From an optimization exercise on the open Yosys and OpenROAD flow, aimed at small area; shortcuts taken in it are not production practice. In this exercise RTL edits were held to simulation tests only and were not proved equivalent to the original. Power is estimated from default activity; no workload was simulated.

==> flow/design.v, too long to show whole: its modules and the start of the top module <==
// module matrix_multiper: 2907 lines
// module c_inv: 3 lines
// module c_xor2: 3 lines
// module c_xnor2: 3 lines
// module c_nand2: 3 lines
// module c_nor2: 3 lines
// module c_and2: 3 lines
// module c_or2: 3 lines
// module c_nand2b: 3 lines
// module c_o22ai: 3 lines
// module c_maj3: 3 lines
// module fa: 4 lines
// module ha: 4 lines
module matrix_multiper #(
	parameter DSIZE	= 8,
	parameter MSIZE	= 8
)(
	input				clock,
	input [DSIZE-1:0]	iR,
	input [DSIZE-1:0]	iG,
	input [DSIZE-1:0]	iB,
	input [MSIZE-1:0]	M00,
	input [MSIZE-1:0]	M01,
	input [MSIZE-1:0]	M02,
	input [MSIZE-1:0]	M10,
	input [MSIZE-1:0]	M11,
	input [MSIZE-1:0]	M12,
	input [MSIZE-1:0]	M20,
	input [MSIZE-1:0]	M21,
	input [MSIZE-1:0]	M22,
	output[DSIZE-1:0]	Ro,
	output[DSIZE-1:0]	Go,
	output[DSIZE-1:0]	Bo
);
  // ...
==> flow/flow/run.sh <==
#!/bin/bash
# The standard layout with two changes that only shrink cells:
#  - port buffers are the smallest buffer (buf_1) instead of the delay buffer
#    buffer_ports picks by default;
#  - clock tree synthesis uses smaller clock buffers and no dummy loads.
set -euo pipefail
export BUFFER_PORTS_ARGS="-buffer_cell sky130_fd_sc_hd__buf_1"
export CTS_ARGS="-sink_clustering_enable -repair_clock_nets -dont_use_dummy_load -buf_list {sky130_fd_sc_hd__clkbuf_4 sky130_fd_sc_hd__clkbuf_8} -root_buf sky130_fd_sc_hd__clkbuf_8"
bash standard.sh finish > flow_make.log 2>&1
==> flow/standard.sh <==
#!/bin/bash
# synth_recipe.tcl (not shown) runs the flow's synth.tcl, then flattens the netlist and writes it again
# the make line also repeats each setting of config.mk as NAME=value (left out here)
make -C /OpenROAD-flow-scripts/flow DESIGN_CONFIG=/design/flow/config.mk WORK_HOME=/design/flow/orfs CLKGATE_MAP_FILE= SYNTH_SCRIPT=/design/flow/synth_recipe.tcl "${@:-finish}"
==> flow/config.mk <==
export PLATFORM = sky130hd
export DESIGN_NAME = matrix_multiper
export DESIGN_NICKNAME = matrix_multiper
export VERILOG_FILES = /design/flow/design.v
export SDC_FILE = /design/flow/constraint.sdc
export NUM_CORES = 4
export LEC_CHECK = 0
export CAP_MARGIN = 20
export CORE_MARGIN = 2
export CORE_UTILIZATION = 40
export GPL_TIMING_DRIVEN = 0
export SLEW_MARGIN = 20
export SYNTH_HIERARCHICAL = 1
==> flow/constraint.sdc <==
create_clock -name core_clock -period 6.0 [get_ports {clock}]
set_input_delay 1.2000 -clock core_clock [delete_from_list [all_inputs] [get_ports {clock}]]
set_output_delay 1.2000 -clock core_clock [all_outputs]
set_load 0.01 [all_outputs]
==> impl_metrics.xml, run 1 <==
<?xml version="1.0" encoding="UTF-8"?>
<metrics>
  <group name="status">
    <metric name="status" unit="">complete, no violations</metric>
  </group>
  <group name="synthesis">
    <metric name="ys_top_cells_by_area" unit="">sky130_fd_sc_hd__fa_1 (44%), sky130_fd_sc_hd__xor2_1 (21%), sky130_fd_sc_hd__dfxtp_1 (17%), sky130_fd_sc_hd__o22ai_1 (10%), sky130_fd_sc_hd__inv_1 (1.7%)</metric>
    <metric name="syn-instance-count" unit="">1338</metric>
    <metric name="post_synth_mux_area_share" unit="">0</metric>
  </group>
  <group name="critical_path">
    <metric name="cell_with_the_largest_stage_delay_on_the_worst_path" unit="">sky130_fd_sc_hd__xnor2_1</metric>
    <metric name="ff2ff_path_depth" unit="">11</metric>
  </group>
  <group name="placed_design">
    <metric name="placement.setup.worst_slack" unit="ns">-0.3719</metric>
    <metric name="detailed_place.area" unit="um^2">16860</metric>
    <metric name="hpwl" unit="um">33330</metric>
    <metric name="numPlacedInstances" unit="">1982</metric>
  </group>
  <group name="global_route">
    <metric name="use_met3" unit="">0.04821</metric>
    <metric name="grt_most_used_layer" unit="">met2</metric>
    <metric name="total_routing_usage_reported_by_global_routing" unit="">0.2341</metric>
  </group>
  <group name="layout">
    <metric name="stdcell_area" unit="um^2">17170</metric>
    <metric name="nFillCells" unit="">3690</metric>
    <metric name="final_core_util" unit="">0.4463</metric>
    <metric name="instances_no_fill" unit="">2002</metric>
    <metric name="top_area_cell_class" unit="">multi-input combinational cells</metric>
    <metric name="number_of_clock_buffer_instances_in_the_layout" unit="">17</metric>
  </group>
  <group name="detailed_routing">
    <metric name="route.detailed.drc" unit="">0</metric>
    <metric name="drt_first_iter_violations" unit="">1180</metric>
    <metric name="postRouteAntennaNets" unit="">0</metric>
  </group>
  <group name="floorplanning">
    <metric name="nWellTaps" unit="">518</metric>
  </group>
  <group name="job">
    <metric name="max-cap-violations" unit="">0</metric>
  </group>
  <group name="min_path">
    <metric name="timing.hold.worst.start" unit="">q2[21]</metric>
  </group>
  <group name="power">
    <metric name="internal_power" unit="mW">4.967</metric>
  </group>
  <group name="clocking">
    <metric name="h_tree_depth_reported_by_cts" unit="">4</metric>
    <metric name="hold_bufs_inserted_after_cts" unit="">0</metric>
  </group>
  <group name="sta">
    <metric name="period_needed" unit="ns">5.630</metric>
  </group>
</metrics>
==> run 2, diff against run 1 <==
--- a/flow/design.v
+++ b/flow/design.v
@@ -1564,70 +1564,67 @@
 wire n1542;
 reg p_c1001;
 reg p_c1019;
 reg p_c1033;
 reg p_c1045;
 reg p_c1053;
 reg p_c1057;
 reg p_c1059;
-reg p_c1150;
-reg p_c1152;
 reg p_c1153;
 reg p_c1173;
+reg p_c1175;
 reg p_c1221;
 reg p_c1240;
 reg p_c1258;
 reg p_c1272;
 reg p_c1284;
 reg p_c1292;
 reg p_c1296;
 reg p_c1298;
-reg p_c1389;
-reg p_c1391;
 reg p_c1392;
 reg p_c1412;
+reg p_c1414;
 reg p_c1460;
 reg p_c1479;
 reg p_c1497;
 reg p_c1511;
 reg p_c1523;
 reg p_c1531;
 reg p_c1535;
 reg p_c1537;
-reg p_c911;
-reg p_c913;
 reg p_c914;
 reg p_c934;
+reg p_c936;
 reg p_c982;
 reg p_s1000;
 reg p_s1018;
 reg p_s1032;
 reg p_s1044;
 reg p_s1052;
 reg p_s1058;
-reg p_s1172;
+reg p_s1174;
 reg p_s1195;
 reg p_s1220;
 reg p_s1239;
 reg p_s1257;
 reg p_s1271;
 reg p_s1283;
 reg p_s1291;
 reg p_s1297;
-reg p_s1411;
+reg p_s1413;
 reg p_s1434;
 reg p_s1459;
 reg p_s1478;
 reg p_s1496;
 reg p_s1510;
 reg p_s1522;
 reg p_s1530;
 reg p_s1536;
-reg p_s933;
+reg p_s935;
 reg p_s956;
 reg p_s981;
 c_inv u0 (.a(iR[0]), .y(n1));
 c_inv u1 (.a(iR[1]), .y(n2));
 c_inv u2 (.a(iR[2]), .y(n3));
 c_inv u3 (.a(iR[3]), .y(n4));
 c_inv u4 (.a(iR[4]), .y(n5));
 c_inv u5 (.a(iR[5]), .y(n6));
@@ -2503,29 +2500,29 @@
 fa u875 (.a(n276), .b(n62), .ci(n81), .s(s919), .co(c920));
 fa u876 (.a(n151), .b(n170), .ci(n240), .s(s921), .co(c922));
 fa u877 (.a(n259), .b(c895), .ci(c897), .s(s923), .co(c924));
 fa u878 (.a(s915), .b(c899), .ci(c901), .s(s925), .co(c926));
 fa u879 (.a(s917), .b(s919), .ci(s921), .s(s927), .co(c928));
 fa u880 (.a(c903), .b(s923), .ci(c905), .s(s929), .co(c930));
 fa u881 (.a(s925), .b(s927), .ci(c907), .s(s931), .co(c932));
 fa u882 (.a(c909), .b(s929), .ci(s931), .s(s933), .co(c934));
-fa u883 (.a(p_c911), .b(p_s933), .ci(p_c913), .s(s935), .co(c936));
-c_and2 u884 (.a(p_c914), .b(s935), .y(c937));
+fa u883 (.a(c911), .b(s933), .ci(c913), .s(s935), .co(c936));
+c_and2 u884 (.a(p_c914), .b(p_s935), .y(c937));
 fa u885 (.a(n45), .b(n134), .ci(n223), .s(s938), .co(c939));
 fa u886 (.a(n100), .b(n189), .ci(n278), .s(s940), .co(c941));
 fa u887 (.a(n64), .b(n83), .ci(n153), .s(s942), .co(c943));
 fa u888 (.a(n172), .b(n242), .ci(n261), .s(s944), .co(c945));
 fa u889 (.a(c916), .b(s938), .ci(c918), .s(s946), .co(c947));
 fa u890 (.a(c920), .b(c922), .ci(s940), .s(s948), .co(c949));
 fa u891 (.a(s942), .b(s944), .ci(c924), .s(s950), .co(c951));
 fa u892 (.a(c926), .b(s946), .ci(c928), .s(s952), .co(c953));
 fa u893 (.a(s948), .b(s950), .ci(c930), .s(s954), .co(c955));
 fa u894 (.a(s952), .b(c932), .ci(s954), .s(s956), .co(c957));
-fa u895 (.a(p_c934), .b(p_s956), .ci(c936), .s(s958), .co(c959));
+fa u895 (.a(p_c934), .b(p_s956), .ci(p_c936), .s(s958), .co(c959));
 c_and2 u896 (.a(c937), .b(s958), .y(c960));
 c_xnor2 u897 (.a(n46), .b(n135), .y(s961));
 c_or2 u898 (.a(n46), .b(n135), .y(c962));
 fa u899 (.a(n224), .b(s961), .ci(n102), .s(s963), .co(c964));
 fa u900 (.a(n191), .b(n280), .ci(n66), .s(s965), .co(c966));
 fa u901 (.a(n85), .b(n155), .ci(n174), .s(s967), .co(c968));
 fa u902 (.a(n244), .b(n263), .ci(c939), .s(s969), .co(c970));
 fa u903 (.a(c941), .b(c943), .ci(c945), .s(s971), .co(c972));
@@ -2629,29 +2626,29 @@
 fa u1001 (.a(n543), .b(n329), .ci(n348), .s(s1158), .co(c1159));
 fa u1002 (.a(n418), .b(n437), .ci(n507), .s(s1160), .co(c1161));
 fa u1003 (.a(n526), .b(c1134), .ci(c1136), .s(s1162), .co(c1163));
 fa u1004 (.a(s1154), .b(c1138), .ci(c1140), .s(s1164), .co(c1165));
 fa u1005 (.a(s1156), .b(s1158), .ci(s1160), .s(s1166), .co(c1167));
 fa u1006 (.a(c1142), .b(s1162), .ci(c1144), .s(s1168), .co(c1169));
 fa u1007 (.a(s1164), .b(s1166), .ci(c1146), .s(s1170), .co(c1171));
 fa u1008 (.a(c1148), .b(s1168), .ci(s1170), .s(s1172), .co(c1173));
-fa u1009 (.a(p_c1150), .b(p_s1172), .ci(p_c1152), .s(s1174), .co(c1175));
-c_and2 u1010 (.a(p_c1153), .b(s1174), .y(c1176));
+fa u1009 (.a(c1150), .b(s1172), .ci(c1152), .s(s1174), .co(c1175));
+c_and2 u1010 (.a(p_c1153), .b(p_s1174), .y(c1176));
 fa u1011 (.a(n312), .b(n401), .ci(n490), .s(s1177), .co(c1178));
 fa u1012 (.a(n367), .b(n456), .ci(n545), .s(s1179), .co(c1180));
 fa u1013 (.a(n331), .b(n350), .ci(n420), .s(s1181), .co(c1182));
 fa u1014 (.a(n439), .b(n509), .ci(n528), .s(s1183), .co(c1184));
 fa u1015 (.a(c1155), .b(s1177), .ci(c1157), .s(s1185), .co(c1186));
 fa u1016 (.a(c1159), .b(c1161), .ci(s1179), .s(s1187), .co(c1188));
 fa u1017 (.a(s1181), .b(s1183), .ci(c1163), .s(s1189), .co(c1190));
 fa u1018 (.a(c1165), .b(s1185), .ci(c1167), .s(s1191), .co(c1192));
 fa u1019 (.a(s1187), .b(s1189), .ci(c1169), .s(s1193), .co(c1194));
 fa u1020 (.a(s1191), .b(c1171), .ci(s1193), .s(s1195), .co(c1196));
-fa u1021 (.a(p_c1173), .b(p_s1195), .ci(c1175), .s(s1197), .co(c1198));
+fa u1021 (.a(p_c1173), .b(p_s1195), .ci(p_c1175), .s(s1197), .co(c1198));
 c_and2 u1022 (.a(c1176), .b(s1197), .y(c1199));
 c_xnor2 u1023 (.a(n313), .b(n402), .y(s1200));
 c_or2 u1024 (.a(n313), .b(n402), .y(c1201));
 fa u1025 (.a(n491), .b(s1200), .ci(n369), .s(s1202), .co(c1203));
 fa u1026 (.a(n458), .b(n547), .ci(n333), .s(s1204), .co(c1205));
 fa u1027 (.a(n352), .b(n422), .ci(n441), .s(s1206), .co(c1207));
 fa u1028 (.a(n511), .b(n530), .ci(c1178), .s(s1208), .co(c1209));
 fa u1029 (.a(c1180), .b(c1182), .ci(c1184), .s(s1210), .co(c1211));
@@ -2755,29 +2752,29 @@
 fa u1127 (.a(n810), .b(n596), .ci(n615), .s(s1397), .co(c1398));
 fa u1128 (.a(n685), .b(n704), .ci(n774), .s(s1399), .co(c1400));
 fa u1129 (.a(n793), .b(c1373), .ci(c1375), .s(s1401), .co(c1402));
 fa u1130 (.a(s1393), .b(c1377), .ci(c1379), .s(s1403), .co(c1404));
 fa u1131 (.a(s1395), .b(s1397), .ci(s1399), .s(s1405), .co(c1406));
 fa u1132 (.a(c1381), .b(s1401), .ci(c1383), .s(s1407), .co(c1408));
 fa u1133 (.a(s1403), .b(s1405), .ci(c1385), .s(s1409), .co(c1410));
 fa u1134 (.a(c1387), .b(s1407), .ci(s1409), .s(s1411), .co(c1412));
-fa u1135 (.a(p_c1389), .b(p_s1411), .ci(p_c1391), .s(s1413), .co(c1414));
-c_and2 u1136 (.a(p_c1392), .b(s1413), .y(c1415));
+fa u1135 (.a(c1389), .b(s1411), .ci(c1391), .s(s1413), .co(c1414));
+c_and2 u1136 (.a(p_c1392), .b(p_s1413), .y(c1415));
 fa u1137 (.a(n579), .b(n668), .ci(n757), .s(s1416), .co(c1417));
 fa u1138 (.a(n634), .b(n723), .ci(n812), .s(s1418), .co(c1419));
 fa u1139 (.a(n598), .b(n617), .ci(n687), .s(s1420), .co(c1421));
 fa u1140 (.a(n706), .b(n776), .ci(n795), .s(s1422), .co(c1423));
 fa u1141 (.a(c1394), .b(s1416), .ci(c1396), .s(s1424), .co(c1425));
 fa u1142 (.a(c1398), .b(c1400), .ci(s1418), .s(s1426), .co(c1427));
 fa u1143 (.a(s1420), .b(s1422), .ci(c1402), .s(s1428), .co(c1429));
 fa u1144 (.a(c1404), .b(s1424), .ci(c1406), .s(s1430), .co(c1431));
 fa u1145 (.a(s1426), .b(s1428), .ci(c1408), .s(s1432), .co(c1433));
 fa u1146 (.a(s1430), .b(c1410), .ci(s1432), .s(s1434), .co(c1435));
-fa u1147 (.a(p_c1412), .b(p_s1434), .ci(c1414), .s(s1436), .co(c1437));
+fa u1147 (.a(p_c1412), .b(p_s1434), .ci(p_c1414), .s(s1436), .co(c1437));
 c_and2 u1148 (.a(c1415), .b(s1436), .y(c1438));
 c_xnor2 u1149 (.a(n580), .b(n669), .y(s1439));
 c_or2 u1150 (.a(n580), .b(n669), .y(c1440));
 fa u1151 (.a(n758), .b(s1439), .ci(n636), .s(s1441), .co(c1442));
 fa u1152 (.a(n725), .b(n814), .ci(n600), .s(s1443), .co(c1444));
 fa u1153 (.a(n619), .b(n689), .ci(n708), .s(s1445), .co(c1446));
 fa u1154 (.a(n778), .b(n797), .ci(c1417), .s(s1447), .co(c1448));
 fa u1155 (.a(c1419), .b(c1421), .ci(c1423), .s(s1449), .co(c1450));
@@ -2831,70 +2828,67 @@
 always @(posedge clock) begin
 	p_c1001 <= c1001;
 	p_c1019 <= c1019;
 	p_c1033 <= c1033;
 	p_c1045 <= c1045;
 	p_c1053 <= c1053;
 	p_c1057 <= c1057;
 	p_c1059 <= c1059;
-	p_c1150 <= c1150;
-	p_c1152 <= c1152;
 	p_c1153 <= c1153;
 	p_c1173 <= c1173;
+	p_c1175 <= c1175;
 	p_c1221 <= c1221;
 	p_c1240 <= c1240;
 	p_c1258 <= c1258;
 	p_c1272 <= c1272;
 	p_c1284 <= c1284;
 	p_c1292 <= c1292;
 	p_c1296 <= c1296;
 	p_c1298 <= c1298;
-	p_c1389 <= c1389;
-	p_c1391 <= c1391;
 	p_c1392 <= c1392;
 	p_c1412 <= c1412;
+	p_c1414 <= c1414;
 	p_c1460 <= c1460;
 	p_c1479 <= c1479;
 	p_c1497 <= c1497;
 	p_c1511 <= c1511;
 	p_c1523 <= c1523;
 	p_c1531 <= c1531;
 	p_c1535 <= c1535;
 	p_c1537 <= c1537;
-	p_c911 <= c911;
-	p_c913 <= c913;
 	p_c914 <= c914;
 	p_c934 <= c934;
+	p_c936 <= c936;
 	p_c982 <= c982;
 	p_s1000 <= s1000;
 	p_s1018 <= s1018;
 	p_s1032 <= s1032;
 	p_s1044 <= s1044;
 	p_s1052 <= s1052;
 	p_s1058 <= s1058;
-	p_s1172 <= s1172;
+	p_s1174 <= s1174;
 	p_s1195 <= s1195;
 	p_s1220 <= s1220;
 	p_s1239 <= s1239;
 	p_s1257 <= s1257;
 	p_s1271 <= s1271;
 	p_s1283 <= s1283;
 	p_s1291 <= s1291;
 	p_s1297 <= s1297;
-	p_s1411 <= s1411;
+	p_s1413 <= s1413;
 	p_s1434 <= s1434;
 	p_s1459 <= s1459;
 	p_s1478 <= s1478;
 	p_s1496 <= s1496;
 	p_s1510 <= s1510;
 	p_s1522 <= s1522;
 	p_s1530 <= s1530;
 	p_s1536 <= s1536;
-	p_s933 <= s933;
+	p_s935 <= s935;
 	p_s956 <= s956;
 	p_s981 <= s981;
 end
 wire [7:0] r0 = {n1064, s1062, s1060, s1054, s1046, s1034, s1020, s1002};
 wire [7:0] r1 = {n1303, s1301, s1299, s1293, s1285, s1273, s1259, s1241};
 wire [7:0] r2 = {n1542, s1540, s1538, s1532, s1524, s1512, s1498, s1480};
 reg [23:0] q2, q3, q4;
 always @(posedge clock) begin
==> flow/flow/run.sh (replaced) <==
#!/bin/bash
# The standard layout, except that the port buffers are the smallest buffer
# (buf_1) instead of the delay buffer buffer_ports picks by default.
set -euo pipefail
export BUFFER_PORTS_ARGS="-buffer_cell sky130_fd_sc_hd__buf_1"
bash standard.sh finish > flow_make.log 2>&1
==> run 2 against run 1 <==
Against the previous run: area after synthesis decreased by 0.39%; global-route usage increased by 0.056 points; non-clock buffer count rose by 8; worst hold slack gained 0.013 ns; clock skew down 0.018 ns; sequential cell count decreased by 3; cell area grew 3.1%; die area is 0.38% lower; critical path depth unchanged; still clean on timing, DRC and antenna; synthesized cell count down 0.22%.
==> impl_metrics.xml, run 2 <==
<?xml version="1.0" encoding="UTF-8"?>
<metrics>
  <group name="status">
    <metric name="status" unit="">complete, no violations</metric>
  </group>
  <group name="synthesis">
    <metric name="postSynthRegisterBits" unit="">132</metric>
    <metric name="synth_largest_type_area_fraction" unit="">0.4401</metric>
    <metric name="synthDistinctLibCells" unit="">12</metric>
    <metric name="ys_top_cells_by_area" unit="">sky130_fd_sc_hd__fa_1 (44%), sky130_fd_sc_hd__xor2_1 (21%), sky130_fd_sc_hd__dfxtp_1 (17%), sky130_fd_sc_hd__o22ai_1 (10%), sky130_fd_sc_hd__inv_1 (1.8%)</metric>
    <metric name="yosysSeqAreaShare" unit="">0.1714</metric>
    <metric name="synthArstFlopShare" unit="">0</metric>
    <metric name="postSynthNetCount" unit="">1771</metric>
    <metric name="synthesis.yosys.warnings" unit="">7</metric>
    <metric name="synth_top_cell_by_area" unit="">sky130_fd_sc_hd__fa_1</metric>
    <metric name="synthesis.area" unit="um^2">15420</metric>
    <metric name="count_of_flip_flops_with_a_built_in_enable_after_synthesis" unit="">0</metric>
    <metric name="syn-instance-count" unit="">1335</metric>
    <metric name="most_numerous_cell_in_the_yosys_netlist" unit="">sky130_fd_sc_hd__xor2_1</metric>
    <metric name="synth_ff_type" unit="">sky130_fd_sc_hd__dfxtp_1</metric>
    <metric name="netlist_top_cells_count" unit="">sky130_fd_sc_hd__xor2_1 (369), sky130_fd_sc_hd__fa_1 (339), sky130_fd_sc_hd__o22ai_1 (252), sky130_fd_sc_hd__dfxtp_1 (132)</metric>
    <metric name="synth_area_per_cell" unit="um^2">11.55</metric>
  </group>
  <group name="placed_design">
    <metric name="hpwl" unit="um">32860</metric>
    <metric name="numPlacedInstances" unit="">1972</metric>
    <metric name="io_buffers" unit="">120</metric>
    <metric name="place_congestion" unit="">0.9078</metric>
  </group>
  <group name="sta">
    <metric name="report.final.setup_viol" unit="">0</metric>
    <metric name="timing.clock.skew" unit="ns">0.007761</metric>
    <metric name="rsz0062_at_grt" unit="">false</metric>
    <metric name="final_max_slew_viol_count" unit="">0</metric>
    <metric name="fmax" unit="GHz">0.1703</metric>
    <metric name="worstMarginPinSlew" unit="ns">1.209</metric>
    <metric name="timing.slew.headroom" unit="">0.1940</metric>
    <metric name="finalHoldViolations" unit="">0</metric>
    <metric name="period_needed" unit="ns">5.873</metric>
    <metric name="final.period_utilization" unit="">0.9789</metric>
  </group>
  <group name="min_path">
    <metric name="timing.hold.worst.class" unit="">flip-flop to flip-flop</metric>
  </group>
  <group name="layout">
    <metric name="design.final.nets" unit="">1927</metric>
    <metric name="nFillCells" unit="">3541</metric>
    <metric name="instances_no_fill" unit="">2015</metric>
    <metric name="share_of_final_layout_standard_cells_stronger_than_drive_strength_1" unit="">0.06582</metric>
    <metric name="most-common-layout-cells" unit="">sky130_fd_sc_hd__xor2_1 (342), sky130_fd_sc_hd__fa_1 (339), sky130_fd_sc_hd__o22ai_1 (252)</metric>
    <metric name="total_inserted_antenna_cells" unit="">0</metric>
    <metric name="most_common_cell_after_layout_fill_and_taps_aside" unit="">sky130_fd_sc_hd__xor2_1</metric>
    <metric name="reg_top3" unit="">q2 (24), q3 (24), q4 (24)</metric>
    <metric name="syn2layout_area_growth" unit="%">14.85</metric>
  </group>
  <group name="global_route">
    <metric name="antenna_found_initial" unit="">0</metric>
    <metric name="pin_count_of_the_biggest_net_entering_global_routing" unit="">25</metric>
    <metric name="global_route_wire_length_before_repair" unit="um">72530</metric>
    <metric name="total_routing_usage_reported_by_global_routing" unit="">0.2346</metric>
    <metric name="first_global_vias" unit="">12741</metric>
    <metric name="globalRoute.totalOverflow" unit="">0</metric>
  </group>
  <group name="floorplanning">
    <metric name="num_io_pins" unit="">121</metric>
    <metric name="std_cell_rows" unit="">71</metric>
    <metric name="floorplan.die_area" unit="um^2">40140</metric>
    <metric name="die_width" unit="um">200.3</metric>
    <metric name="start_util" unit="">0.4075</metric>
    <metric name="die_height" unit="um">200.3</metric>
    <metric name="fp.coreArea" unit="um^2">37840</metric>
  </group>
  <group name="power">
    <metric name="vdd_drop_max" unit="mV">0.3224</metric>
    <metric name="share_seq_of_total_power" unit="">0.175</metric>
    <metric name="power.share.switching" unit="">0.4466</metric>
    <metric name="leakagePower" unit="nW">7.060</metric>
    <metric name="share_clk_of_total_power" unit="">0.109</metric>
    <metric name="total_power" unit="mW">9.779</metric>
    <metric name="powerDensity" unit="nW/um^2">552.2</metric>
    <metric name="p_switching" unit="mW">4.367</metric>
    <metric name="combPwrFrac" unit="">0.716</metric>
    <metric name="internal_power" unit="mW">5.411</metric>
  </group>
  <group name="critical_path">
    <metric name="worstSetupStartpointType" unit="">input port</metric>
    <metric name="cp_top_family" unit="">adder cells</metric>
    <metric name="timing.setup.critical_path_class" unit="">input port to flip-flop</metric>
    <metric name="cp.buffers_inverters" unit="">2</metric>
    <metric name="timing.critical_path.arrival" unit="ns">6.20</metric>
    <metric name="critical_path.endpoint_type" unit="">flip-flop</metric>
    <metric name="highest_fanout_seen_on_the_critical_path" unit="">14</metric>
    <metric name="worstPathCellList" unit="">clkdlybuf4s15_1 -&gt; xor2_4 -&gt; buf_12 -&gt; xor2_1 -&gt; fa_1 -&gt; fa_1 -&gt; fa_1 -&gt; fa_1 -&gt; fa_1 -&gt; fa_1 -&gt; fa_1 -&gt; fa_1</metric>
    <metric name="cell_with_the_largest_stage_delay_on_the_worst_path" unit="">sky130_fd_sc_hd__clkdlybuf4s15_1</metric>
    <metric name="cpPeakStageDelay" unit="ns">0.80</metric>
    <metric name="cp_common_cell" unit="">sky130_fd_sc_hd__fa_1</metric>
    <metric name="worst_ep_required_time" unit="ns">6.33</metric>
  </group>
  <group name="clocking">
    <metric name="hold_bufs_inserted_after_cts" unit="">0</metric>
    <metric name="clock_tree_from_tritoncts" unit="">built</metric>
    <metric name="cts.root.buffer_cell" unit="">sky130_fd_sc_hd__clkbuf_16</metric>
    <metric name="cts_inserted_buffers" unit="">17</metric>
    <metric name="h_tree_depth_reported_by_cts" unit="">4</metric>
    <metric name="clock_path_buffers" unit="">2</metric>
    <metric name="cts.reportedPaths.clkPinSlew" unit="ns">0.07</metric>
    <metric name="worstSkewPairLatency" unit="ns">0.45</metric>
    <metric name="cts_num_sinks" unit="">132</metric>
  </group>
  <group name="detailed_routing">
    <metric name="route.detailed.vias_per_inst" unit="">5.651</metric>
    <metric name="route.detailed.drc" unit="">0</metric>
    <metric name="routed-via-count" unit="">11387</metric>
    <metric name="drt_first_iter_violations" unit="">1219</metric>
    <metric name="postRouteAntennaNets" unit="">0</metric>
    <metric name="post_drt_wl_per_cell" unit="um">22.47</metric>
    <metric name="postRouteWirelength" unit="um">45270</metric>
    <metric name="drt_first_pass_iters" unit="">6</metric>
  </group>
  <group name="job">
    <metric name="max-cap-violations" unit="">0</metric>
  </group>
</metrics>
==> run 2: cell count changes in the layout (fill, tap and decap cells not counted), moves of 5 or more <==
cell | previous run | this run
sky130_fd_sc_hd__xnor2_1 | 30 | 23
sky130_fd_sc_hd__clkbuf_8 | 17 | 0
sky130_fd_sc_hd__xor2_4 | 0 | 9
sky130_fd_sc_hd__xnor2_2 | 0 | 7
sky130_fd_sc_hd__buf_4 | 0 | 7
sky130_fd_sc_hd__xor2_2 | 27 | 18
sky130_fd_sc_hd__inv_8 | 0 | 5
sky130_fd_sc_hd__inv_6 | 0 | 5
sky130_fd_sc_hd__clkbuf_16 | 1 | 17
==> run 2: per-module statistics from Yosys (local to each module, per instance), a selection <==
module / flip-flops and latches / cell area (um^2) / times used / cells
matrix_multiper: 132 / 2643 / 1 / 132
fa: 0 / 20.02 / 339 / 1
c_maj3: 0 / 11.26 / 3 / 1
c_o22ai: 0 / 6.256 / 252 / 1
c_or2: 0 / 6.256 / 3 / 1
c_nand2b: 0 / 6.256 / 9 / 1
c_and2: 0 / 6.256 / 27 / 1
c_nand2: 0 / 3.754 / 27 / 1
c_nor2: 0 / 3.754 / 72 / 1
c_inv: 0 / 3.754 / 72 / 1
==> run 2: through the flow <==
stage               TNS [ns]  hold slack, ns  instance area [um^2]    util  worst slack, ns
floorplan                  0          0.3096                 15420       -           0.3495
global placement      -9.721          0.3102                 16510  0.4363           -1.026
detailed placement    -3.783          0.3128                 16800  0.4440          -0.6160
CTS                        0          0.3277                 17530  0.4633          0.04727
global route               0          0.3312                 17710  0.4680          0.02497
finish                     0          0.3260                 17710  0.4680           0.1266
==> run 2: kinds of logic after synthesis <==
family                     count (synthesis)  share of synthesized area
xor gates and xnor gates                 399                     0.2266
AOI/OAI and AO/OA                        252                     0.1022
buffers and inverters                     72                    0.01753
adders and majority gates                342                     0.4423
and+or+nand+nor                          138                    0.03992
DFF                                      132                     0.1714
==> run 2: final cells by class <==
type	instances	area, um^2	area share
Sequential cell	132	2643	0.1492
Tap cell	511	639.4	0.03610
Inverter	72	274.0	0.01547
Clock inverter	15	178.9	0.01010
Multi-Input combinational cell	1131	12860	0.7264
Clock buffer	17	425.4	0.02402
Timing Repair Buffer	137	685.7	0.03872
==> run 2: final timing paths <==
kind | startpoint | endpoint | slack [ns] | depth (start not counted)
worst max register to register | p_c1412 | q2[6] | 1.76 | 10
worst min register to register | q2[6] | q3[6] | 0.33 | 0
worst max-delay path | M22[7] | p_s1413 | 0.13 | 12
worst min-delay path | q2[6] | q3[6] | 0.33 | 0
==> run 2: layer usage <==
metal,global-route usage,up-vias,routed length [um]
met3,0.04621,120,4355
met2,0.3658,723,20710
li1,-,4791,-
met4,0.08677,0,1690
met5,0,-,0
met1,0.3255,5753,18520
==> run 2: power groups by stage <==
stage | combinational (mW) | clock [mW] | sequential [mW]
5_1_grt | 8.21 | 1.13 | 1.77
3_3_place_gp | 6.94 | 0 | 1.72
3_5_place_dp | 7.15 | 0 | 1.73
6_report | 7.00 | 1.07 | 1.71
4_1_cts | 7.15 | 1.09 | 1.72
2_1_floorplan | 5.16 | 0 | 1.74
==> run 2: repair_timing <==
action / 4_1_cts / 5_1_grt
gates resized for setup: 15 / 7
pin swaps: 0 / 2
endpoints found under the hold margin: 0 / 0
setup buffers: 0 / 9
setup endpoints to repair: 4 / 6
==> run 3, diff against run 2 <==
==> flow/run.sh (new file) <==
#!/bin/bash
# synth_recipe.tcl (not shown) runs the flow's synth.tcl, then flattens the netlist and writes it again
# the make line also repeats each setting of config.mk as NAME=value (left out here)
make -C /OpenROAD-flow-scripts/flow DESIGN_CONFIG=/design/flow/config.mk WORK_HOME=/design/flow/orfs CLKGATE_MAP_FILE= SYNTH_SCRIPT=/design/flow/synth_recipe.tcl finish
removed: flow/flow/run.sh
removed: flow/standard.sh
==> run 3 against run 2 <==
Against the previous run: still clean on timing, DRC and antenna; via count is 1.5% higher; die area stayed put; total power is 1.2% higher; routed wire length is 4.3% higher; count of clock-buffer cells in the layout stayed put; clock skew is 0.0021 ns higher; register-to-register slack hardly changed; critical endpoint unchanged; largest cell class unchanged.
==> impl_metrics.xml, run 3 <==
<?xml version="1.0" encoding="UTF-8"?>
<metrics>
  <group name="status">
    <metric name="status" unit="">complete, no violations</metric>
  </group>
  <group name="synthesis">
    <metric name="yosysSeqAreaShare" unit="">0.1714</metric>
    <metric name="yosys.area_share.adder" unit="">0.4423</metric>
    <metric name="most_numerous_cell_in_the_yosys_netlist" unit="">sky130_fd_sc_hd__xor2_1</metric>
    <metric name="post_synth_and_or_nand_nor_area_fraction" unit="">0.03992</metric>
    <metric name="dominant_combinational_cell_family_by_area_after_synthesis" unit="">adder cells</metric>
    <metric name="postSynthRegisterBits" unit="">132</metric>
    <metric name="synth_largest_type_area_fraction" unit="">0.4401</metric>
    <metric name="synth_top_cell_by_area" unit="">sky130_fd_sc_hd__fa_1</metric>
    <metric name="synthDistinctLibCells" unit="">12</metric>
    <metric name="synthesis.yosys.warnings" unit="">7</metric>
    <metric name="synth_area_per_cell" unit="um^2">11.55</metric>
    <metric name="synth_compound_gate_area_share" unit="">0.1022</metric>
    <metric name="synthesis.area" unit="um^2">15420</metric>
    <metric name="synth_ff_type" unit="">sky130_fd_sc_hd__dfxtp_1</metric>
    <metric name="synthArstFlopShare" unit="">0</metric>
    <metric name="netlist_top_cells_count" unit="">sky130_fd_sc_hd__xor2_1 (369), sky130_fd_sc_hd__fa_1 (339), sky130_fd_sc_hd__o22ai_1 (252), sky130_fd_sc_hd__dfxtp_1 (132)</metric>
    <metric name="ys_top_cells_by_area" unit="">sky130_fd_sc_hd__fa_1 (44%), sky130_fd_sc_hd__xor2_1 (21%), sky130_fd_sc_hd__dfxtp_1 (17%), sky130_fd_sc_hd__o22ai_1 (10%), sky130_fd_sc_hd__inv_1 (1.8%)</metric>
    <metric name="postSynthNetCount" unit="">1771</metric>
    <metric name="post_synth_mux_area_share" unit="">0</metric>
    <metric name="synthXorXnorAreaFrac" unit="">0.2266</metric>
    <metric name="count_of_flip_flops_with_a_built_in_enable_after_synthesis" unit="">0</metric>
    <metric name="syn-instance-count" unit="">1335</metric>
  </group>
  <group name="clocking">
    <metric name="cts_inserted_buffers" unit="">17</metric>
    <metric name="worstSkewPairLatency" unit="ns">0.43</metric>
    <metric name="clock_path_buffers" unit="">2</metric>
    <metric name="cts.root.buffer_cell" unit="">sky130_fd_sc_hd__clkbuf_16</metric>
    <metric name="cts_num_sinks" unit="">132</metric>
    <metric name="h_tree_depth_reported_by_cts" unit="">4</metric>
    <metric name="cts.reportedPaths.clkPinSlew" unit="ns">0.07</metric>
    <metric name="clock_tree_from_tritoncts" unit="">built</metric>
  </group>
  <group name="global_route">
    <metric name="antenna_found_initial" unit="">0</metric>
    <metric name="global_route_wire_length_before_repair" unit="um">73640</metric>
    <metric name="globalRoute.totalOverflow" unit="">0</metric>
    <metric name="total_routing_usage_reported_by_global_routing" unit="">0.2376</metric>
    <metric name="first_global_vias" unit="">12817</metric>
    <metric name="pin_count_of_the_biggest_net_entering_global_routing" unit="">25</metric>
  </group>
  <group name="sta">
    <metric name="hold_ws" unit="ns">0.3220</metric>
    <metric name="final.period_utilization" unit="">0.9842</metric>
    <metric name="timing.slew.headroom" unit="">0.2031</metric>
    <metric name="report.final.setup_viol" unit="">0</metric>
    <metric name="final.setup.tns" unit="ns">0</metric>
    <metric name="timing.clock.skew" unit="ns">0.009815</metric>
    <metric name="worstMarginPinSlew" unit="ns">1.194</metric>
    <metric name="finalHoldViolations" unit="">0</metric>
    <metric name="period_needed" unit="ns">5.905</metric>
    <metric name="final_max_slew_viol_count" unit="">0</metric>
    <metric name="rsz0062_at_grt" unit="">false</metric>
    <metric name="fmax" unit="GHz">0.1693</metric>
    <metric name="layout_setup_ws" unit="ns">0.09488</metric>
  </group>
  <group name="critical_path">
    <metric name="timing.setup.critical_path_class" unit="">input port to flip-flop</metric>
    <metric name="critical_register_to_register_path_endpoint" unit="">q2[6]</metric>
    <metric name="cell_with_the_largest_stage_delay_on_the_worst_path" unit="">sky130_fd_sc_hd__clkdlybuf4s15_1</metric>
    <metric name="highest_fanout_seen_on_the_critical_path" unit="">14</metric>
    <metric name="minimum_setup_slack_among_reg_to_reg_paths" unit="ns">1.77</metric>
    <metric name="ff2ff_path_depth" unit="">10</metric>
    <metric name="cpPeakStageDelay" unit="ns">0.78</metric>
    <metric name="timing.critical_path.arrival" unit="ns">6.22</metric>
    <metric name="critical_path.endpoint_type" unit="">flip-flop</metric>
    <metric name="worst_ep_required_time" unit="ns">6.32</metric>
    <metric name="r2r_start" unit="">p_c1412</metric>
    <metric name="startpoint_of_the_most_critical_setup_path" unit="">M22[7]</metric>
    <metric name="worstSetupStartpointType" unit="">input port</metric>
    <metric name="worstPathCellList" unit="">clkdlybuf4s15_1 -&gt; xor2_4 -&gt; xor2_1 -&gt; fa_1 -&gt; fa_1 -&gt; fa_1 -&gt; fa_1 -&gt; fa_1 -&gt; fa_1 -&gt; fa_1 -&gt; fa_1</metric>
    <metric name="cp-endpoint" unit="">p_s1413</metric>
    <metric name="cp_common_cell" unit="">sky130_fd_sc_hd__fa_1</metric>
  </group>
  <group name="layout">
    <metric name="most_common_cell_after_layout_fill_and_taps_aside" unit="">sky130_fd_sc_hd__xor2_1</metric>
    <metric name="nFillCells" unit="">3480</metric>
    <metric name="reg_top3" unit="">q2 (24), q3 (24), q4 (24)</metric>
    <metric name="register_cell_area_after_layout" unit="um^2">2643</metric>
    <metric name="share_of_final_layout_standard_cells_stronger_than_drive_strength_1" unit="">0.08739</metric>
    <metric name="multi_input_comb_area" unit="um^2">13160</metric>
    <metric name="most-common-layout-cells" unit="">sky130_fd_sc_hd__xor2_1 (342), sky130_fd_sc_hd__fa_1 (339), sky130_fd_sc_hd__o22ai_1 (252)</metric>
    <metric name="instances_no_fill" unit="">2033</metric>
    <metric name="total_inserted_antenna_cells" unit="">0</metric>
    <metric name="design.final.nets" unit="">1945</metric>
    <metric name="syn2layout_area_growth" unit="%">22.22</metric>
  </group>
  <group name="detailed_routing">
    <metric name="drt_first_iter_violations" unit="">1198</metric>
    <metric name="highest_layer" unit="">met4</metric>
    <metric name="drt_first_pass_iters" unit="">5</metric>
    <metric name="detailroute.wirelength.met3" unit="um">4542</metric>
    <metric name="postRouteAntennaNets" unit="">0</metric>
    <metric name="detail_route.wirelength.met1" unit="um">19350</metric>
    <metric name="route.detailed.vias_per_inst" unit="">5.685</metric>
    <metric name="route.detailed.drc" unit="">0</metric>
    <metric name="wl_met2" unit="um">21670</metric>
    <metric name="post_drt_wl_per_cell" unit="um">23.22</metric>
    <metric name="routed-via-count" unit="">11557</metric>
    <metric name="postRouteWirelength" unit="um">47200</metric>
  </group>
  <group name="floorplanning">
    <metric name="die_width" unit="um">200.3</metric>
    <metric name="start_util" unit="">0.4075</metric>
    <metric name="std_cell_rows" unit="">71</metric>
    <metric name="die_height" unit="um">200.3</metric>
    <metric name="floorplan.die_area" unit="um^2">40140</metric>
    <metric name="fp.coreArea" unit="um^2">37840</metric>
    <metric name="num_io_pins" unit="">121</metric>
  </group>
  <group name="power">
    <metric name="leakagePower" unit="nW">7.505</metric>
    <metric name="powerDensity" unit="nW/um^2">525.1</metric>
    <metric name="p_switching" unit="mW">4.334</metric>
    <metric name="share_clk_of_total_power" unit="">0.107</metric>
    <metric name="combPwrFrac" unit="">0.720</metric>
    <metric name="vdd_drop_max" unit="mV">0.3019</metric>
    <metric name="internal_power" unit="mW">5.561</metric>
    <metric name="share_seq_of_total_power" unit="">0.173</metric>
    <metric name="power.share.switching" unit="">0.4380</metric>
  </group>
  <group name="placed_design">
    <metric name="numPlacedInstances" unit="">1971</metric>
    <metric name="hpwl" unit="um">33440</metric>
    <metric name="place_congestion" unit="">0.9286</metric>
    <metric name="io_buffers" unit="">120</metric>
    <metric name="placement.setup.worst_slack" unit="ns">-1.009</metric>
  </group>
  <group name="min_path">
    <metric name="timing.hold.worst.class" unit="">flip-flop to flip-flop</metric>
  </group>
  <group name="job">
    <metric name="max-cap-violations" unit="">0</metric>
  </group>
</metrics>
-- run 3: cell counts after synthesis --
Identical to the previous run, type by type.
-- run 3: logic make-up (layout without fill, tap and decap cells) --
| family | count (synthesis) | after routing |
|---|---|---|
| adders and majority gates | 342 | 342 |
| AOI/OAI and AO/OA | 252 | 252 |
| buffers and inverters | 72 | 259 |
| DFF | 132 | 132 |
| xor gates and xnor gates | 399 | 399 |
| and+or+nand+nor | 138 | 138 |
-- run 3: worst min path at each step --
stage            from     end  slack (ns)  depth (start not counted)
2_1_floorplan   q2[0]   q3[0]        0.31                          0
6_report       q2[14]  q3[14]        0.32                          0
5_1_grt        q3[17]  q4[17]        0.33                          0
3_3_place_gp    q3[8]   q4[8]        0.31                          0
3_5_place_dp    q3[0]   q4[0]        0.31                          0
4_1_cts        q2[14]  q3[14]        0.32                          0
-- run 3: what timing repair did --
| action | in CTS | in global routing |
|---|---|---|
| hold endpoints to repair | 0 | 0 |
| endpoints found under the setup margin | 9 | 6 |
| resized for setup | 54 | 18 |
| cloned | 0 | 5 |
| setup buffers | 4 | 18 |
| hold buffers | 0 | 0 |
| pin swaps | 2 | 7 |
-- run 3: metal layers --
layer,global-route usage,vias up
met1,0.3310,5881
met2,0.3705,714
met3,0.04767,118
li1,-,4844
met5,0,-
met4,0.08307,0
-- run 3: power by group through the flow --
stage / clock network (mW) / registers (mW) / logic, mW
6_report: 1.06 / 1.71 / 7.12
5_1_grt: 1.12 / 1.77 / 8.44
4_1_cts: 1.08 / 1.72 / 7.26
3_5_place_dp: 0 / 1.73 / 7.21
3_3_place_gp: 0 / 1.72 / 7.08
2_1_floorplan: 0 / 1.74 / 5.16
-- run 3: per-module statistics from Yosys (local to each module, per instance), excerpt --
module / flops+latches / area (um^2)
c_or2: 0 / 6.256
c_xnor2: 0 / 8.758
c_o22ai: 0 / 6.256
c_nand2: 0 / 3.754
c_nand2b: 0 / 6.256
fa: 0 / 20.02
c_nor2: 0 / 3.754
matrix_multiper: 132 / 2643
c_maj3: 0 / 11.26
-- run 3: worst max-delay path: cells and delay by family --
family,cells,cell delay (ns)
xor gates and xnor gates,2,0.90
buffers and inverters,1,0.78
adders and majority gates,8,3.33
-- run 3: final cells by class --
| class | count | area share |
|---|---|---|
| Multi-Input combinational cell | 1131 | 0.6985 |
| Sequential cell | 132 | 0.1402 |
| Timing Repair Buffer | 150 | 0.07867 |
| Tap cell | 511 | 0.03392 |
| Clock buffer | 17 | 0.02257 |
| Inverter | 72 | 0.01573 |
| Clock inverter | 15 | 0.009095 |
| Timing Repair inverter | 5 | 0.001328 |
-- run 3: per-stage QoR --
step                      utilization  power, mW  cell area (um^2)
after detailed placement       0.4629      8.947             17520
after global placement         0.4561      8.801             17260
after CTS                      0.4892      10.07             18510
after global routing           0.4980      11.33             18850
after floorplan                     -      6.898             15420
final                          0.4980      9.896             18850

==> re-timing with driven ports <==
The results above use ideal ports. As a check the final layouts listed here were re-extracted and re-timed, cells and wires unchanged. Step 1 sets driving cells, clkbuf_16 on the clock port and buf_2 on the other inputs (assumed; they add their load-dependent delay and slew). Step 2 times the ports against the registers' clock, not the clock port: input delays grow and output delays shrink by t, the midpoint of the rising clock arrivals with the driver on. Three values: ideal, step 1, step 2; two values: the first two.
run	t (ns)	slack for setup (ns)	worst slew at a driven data input, ns
run 1	0.513	0.370 / 0.394 / -0.119	0.09
run 2	0.493	0.127 / 0.152 / -0.342	0.05
run 3	0.481	0.095 / 0.117 / -0.364	0.05
With both steps, setup timing fails in every run listed, where it was met with ideal ports. The setup slack of run 1, which loses most, moves by +0.024 ns with the drivers and by -0.489 ns with both steps.
